This is an optimization exercise on Yosys and OpenROAD, whose aim is small area, not a production implementation. Only simulation tests tie the RTL to the original design; equivalence was not proved. Power figures rest on the tool's default switching activity, not on a simulated workload.

== trial 66 ==
==> module router_top, before the edit <==
module router_top(input clock, resetn, read_enb_0, read_enb_1, read_enb_2, pkt_valid,
                  input [7:0] data_in, output [7:0] data_out_0, data_out_1, data_out_2,
                  output valid_out_0, valid_out_1, valid_out_2, error, busy);
localparam Decode_Address     = 3'b000,
           Load_First_Data    = 3'b001,
           Wait_Till_Empty    = 3'b010,
           Load_Data          = 3'b011,
           Check_Parity_Error = 3'b100,
           Load_Parity        = 3'b101,
           Fifo_Full_State    = 3'b110,
           Load_After_Full    = 3'b111;
reg [2:0] state, next_state;
wire [1:0] addr = data_in[1:0];
wire detect_add = (state == Decode_Address);
wire lfd_state  = (state == Load_First_Data);
wire ld_state   = (state == Load_Data) || (state == Load_Parity);
wire laf_state  = (state == Load_After_Full);
wire write_enb_reg = lfd_state || ld_state;
assign busy = !(detect_add || state == Load_Data);
wire [2:0] empty, full;      
assign valid_out_0 = !empty[0];
assign valid_out_1 = !empty[1];
assign valid_out_2 = !empty[2];
reg [1:0] q;
always @(posedge clock) if (detect_add) q <= addr;
wire fifo_full = (q == 2'd0) ? full[0] : (q == 2'd1) ? full[1] : (q == 2'd2) ? full[2] : 1'b0;
wire [2:0] write_enb = {write_enb_reg && q == 2'd2, write_enb_reg && q == 2'd1, write_enb_reg && q == 2'd0};
reg [4:0] cnt0, cnt1, cnt2;
localparam [31:0] FEEDBACK = 32'b10101000111111110101011100000001;
wire soft_reset_0 = (cnt0 == 5'b10000);
wire soft_reset_1 = (cnt1 == 5'b10000);
wire soft_reset_2 = (cnt2 == 5'b10000);
function [4:0] next_count(input [4:0] c, input stall);
    next_count = stall ? {c[3:0], FEEDBACK[c]} : 5'd0;
endfunction
always @(posedge clock) begin
    if (!resetn) begin
        cnt0 <= 5'd0; cnt1 <= 5'd0; cnt2 <= 5'd0;
    end
    else begin
        cnt0 <= next_count(cnt0, !empty[0] && !read_enb_0);
        cnt1 <= next_count(cnt1, !empty[1] && !read_enb_1);
        cnt2 <= next_count(cnt2, !empty[2] && !read_enb_2);
    end
end
reg parity_done, low_pkt_valid;
wire addr_empty = (addr == 2'd0) ? empty[0] : (addr == 2'd1) ? empty[1] : (addr == 2'd2) ? empty[2] : 1'b0;
always @(posedge clock) begin
    if (!resetn) state <= Decode_Address;
    else if ((soft_reset_0 && addr == 2'd0) || (soft_reset_1 && addr == 2'd1) || (soft_reset_2 && addr == 2'd2))
        state <= Decode_Address;
    else state <= next_state;
end
always @(*) begin
    case (state)
    Decode_Address:     next_state = !pkt_valid || addr == 2'd3 ? Decode_Address :
                                     addr_empty ? Load_First_Data : Wait_Till_Empty;
    Load_First_Data:    next_state = Load_Data;
    Wait_Till_Empty:    next_state = addr_empty ? Load_First_Data : Wait_Till_Empty;
    Load_Data:          next_state = fifo_full ? Fifo_Full_State : !pkt_valid ? Load_Parity : Load_Data;
    Fifo_Full_State:    next_state = fifo_full ? Fifo_Full_State : Load_After_Full;
    Load_Parity:        next_state = Check_Parity_Error;
    Check_Parity_Error: next_state = fifo_full ? Fifo_Full_State : Decode_Address;
    default:            next_state = parity_done ? Decode_Address : low_pkt_valid ? Load_Parity : Load_Data;
    endcase
end
reg [7:0] dout, c, d;
reg err;
assign error = err;
always @(posedge clock) begin
    if (!resetn) begin
        parity_done <= 1'b0;
        low_pkt_valid <= 1'b0;
        dout <= 8'd0;
        c <= 8'd0;
        d <= 8'd0;
    end
    else begin
        parity_done <= (ld_state && !fifo_full && !pkt_valid) || (laf_state && low_pkt_valid && !parity_done);
        low_pkt_valid <= ld_state && !pkt_valid;
        if (!pkt_valid || detect_add || write_enb_reg) dout <= data_in;
        if (pkt_valid && detect_add) c <= data_in;
        else if (pkt_valid && write_enb_reg) c <= c ^ data_in;
        if (!pkt_valid) d <= data_in;
    end
    err <= (c != d);
end
reg ph;
always @(posedge clock) begin
    if (!resetn) ph <= 1'b0;
    else ph <= !ph;
end
wire [8:0] din_x = {lfd_state, dout} ^ {9{ph}};
wire [2:0] soft_reset = {soft_reset_2, soft_reset_1, soft_reset_0};
wire [2:0] read_enb = {read_enb_2, read_enb_1, read_enb_0};
wire [7:0] data_out [0:2];
assign data_out_0 = data_out[0];
assign data_out_1 = data_out[1];
assign data_out_2 = data_out[2];
genvar k, g;
generate for (k = 0; k < 3; k = k + 1) begin : fifo
    reg  [4:0] n;            
    assign empty[k] = (n == 5'd0);
    assign full[k] = n[4];
    reg  [7:0] packet_out;
    reg        lz;           
    reg  [5:0] lm;           
    wire rst = !resetn || soft_reset[k];
    wire r = !empty[k] && read_enb[k];
    wire w = !full[k] && write_enb[k];
    wire [8:0] row0;
    wire [8:0] head = row0 ^ {9{ph}};
    wire hdr = head[8];
    wire [4:0] t = n - {4'd0, r};
    wire [15:0] ld, sh, hd;
    for (g = 0; g < 16; g = g + 1) begin : sel
        assign ld[g] = (t == g);
        assign sh[g] = r && !ld[g];
        assign hd[g] = !r && !ld[g];
    end
    router_fifo mem(.clock(clock), .ld(ld), .sh(sh), .hd(hd), .din_x(din_x), .row0(row0));
    assign data_out[k] = resetn ? packet_out : 8'd0;
    always @(posedge clock) begin
        if (rst) n <= 5'd0;
        else if (w && !r) n <= n + 1'b1;
        else if (!w && r) n <= n - 1'b1;
    end
    always @(posedge clock) begin
        if (rst) packet_out <= 8'd0;
        else if (lz && (empty[k] || !hdr)) packet_out <= 8'd0;
        else if (r) packet_out <= head[7:0];
    end
    always @(posedge clock) begin
        if (rst) lz <= 1'b1;
        else if (r) begin
            if (hdr) begin
                lz <= 1'b0;
                lm <= head[7:2];
            end
            else if (!lz) begin
                if (lm == 6'd0) lz <= 1'b1;
                lm <= lm - 1'b1;
            end
        end
    end
end endgenerate
endmodule
export LEC_CHECK = 0
export CAP_MARGIN = 20
export CORE_MARGIN = 2
export CORE_UTILIZATION = 40
export PLACE_DENSITY = 0.9
export SLEW_MARGIN = 20
export SYNTH_HIERARCHICAL = 1
create_clock -name core_clock -period 5.0 [get_ports {clock}]
standard.sh (not shown) runs the stock make flow with config.mk's settings and CLKGATE_MAP_FILE= SYNTH_SCRIPT=/design/flow/synth_recipe.tcl, a recipe that flattens the netlist after the stock synthesis.
==> flow/flow/run.sh <==
#!/bin/bash
# The standard layout (standard.sh) with three changes:
#  - synthesis maps the logic with an area-oriented ABC script (flow/synth.tcl);
#  - the port buffers are the smallest buffer cell;
#  - clock tree synthesis adds no dummy loads and uses clkbuf_8 for
#    clusters of at most 20 flip-flops.
set -euo pipefail
here=$(pwd)
export MY_ABC_SCRIPT=$here/flow/abc_area.script
export BUFFER_PORTS_ARGS="-buffer_cell sky130_fd_sc_hd__buf_1"
export CTS_ARGS="-sink_clustering_enable -repair_clock_nets -dont_use_dummy_load -sink_clustering_size 20 -sink_clustering_max_diameter 60 -buf_list sky130_fd_sc_hd__clkbuf_8"
sed "s|SYNTH_SCRIPT=[^ ]*|SYNTH_SCRIPT=$here/flow/synth.tcl|" standard.sh > my_standard.sh
grep -q "SYNTH_SCRIPT=$here/flow/synth.tcl" my_standard.sh
bash my_standard.sh > standard.log 2>&1
==> flow/flow/abc_area.script <==
strash
dch -f
amap
==> flow/flow/synth.tcl <==
# The standard synthesis (synth_recipe.tcl), except that ABC maps the logic
# with an area-oriented script (abc_area.script beside this file, named by
# MY_ABC_SCRIPT) instead of ORFS's delay-oriented one.  Everything else,
# including the flip-flop mapping, is ORFS's synth.tcl unchanged.
proc synth {args} { yosys synth -nofsm -noshare {*}$args }
set f [open $::env(SCRIPTS_DIR)/synth.tcl]
set src [read $f]
close $f
set old {log_cmd abc {*}$abc_args}
if {[string first $old $src] < 0} { error "abc call not found in synth.tcl" }
set src [string map [list $old {log_cmd abc {*}[lreplace $abc_args 1 1 $::env(MY_ABC_SCRIPT)]}] $src]
eval $src
# left out here: clear keep_hierarchy, flatten, clean up, hide names made inside functions, write 1_2_yosys.v
Per the final summary, trial 66 finished and its layout is clean on timing, DRC and antenna.
## Diff of input files: build 23 against trial 66
--- a/flow/design.v
+++ b/flow/design.v
@@ -120,16 +120,19 @@
     wire r = !empty[k] && read_enb[k];
     wire w = !full[k] && write_enb[k];
     wire [8:0] row0;
     wire [8:0] head = row0 ^ {9{ph}};
     wire hdr = head[8];
-    wire [4:0] t = n - {4'd0, r};
+    wire [16:0] e;           
     wire [15:0] ld, sh, hd;
+    for (g = 0; g < 17; g = g + 1) begin : dec
+        assign e[g] = (n == g);
+    end
     for (g = 0; g < 16; g = g + 1) begin : sel
-        assign ld[g] = (t == g);
-        assign sh[g] = r && !ld[g];
-        assign hd[g] = !r && !ld[g];
+        assign sh[g] = r && !e[g + 1];
+        assign hd[g] = !r && !e[g];
+        assign ld[g] = !(sh[g] || hd[g]);
     end
     router_fifo mem(.clock(clock), .ld(ld), .sh(sh), .hd(hd), .din_x(din_x), .row0(row0));
     assign data_out[k] = resetn ? packet_out : 8'd0;
     always @(posedge clock) begin
         if (rst) n <= 5'd0;
--- outcome ---
Setup slack: build 23 more than trial 66. Relative to trial 66, the highest clock rate measured on build 23 has increased by a few percent. Power: build 23 draws less than trial 66. Cell area across trial 66 and build 23: no real change. Worst setup slack after placement for build 23 is higher than for trial 66.

-- what the ideal ports hide --
In the flow no input, the clock included, has a driving cell. The finished layouts below were timed again as built, in two steps.
Step 1: set_driving_cell puts a clkbuf_16 on clock and a buf_2 on each other input, an assumption about the parent block.
Step 2 adds t to the input delays and takes it off the output delays; t is the mean of the earliest and latest rising clock arrival at the registers after step 1. Input paths then give back, and output paths get back, about the clock's delay inside the block.
a / b / c = no drivers / after step 1 / after step 2; a / b = the first two.
run	t, ns	slack for setup (ns)	worst setup path at the end
trial 66	0.663	0.631 / 0.631 / 0.631	register to register
build 23	0.623	0.818 / 0.818 / 0.818	register to register
After both steps setup and hold are still met in every run listed.
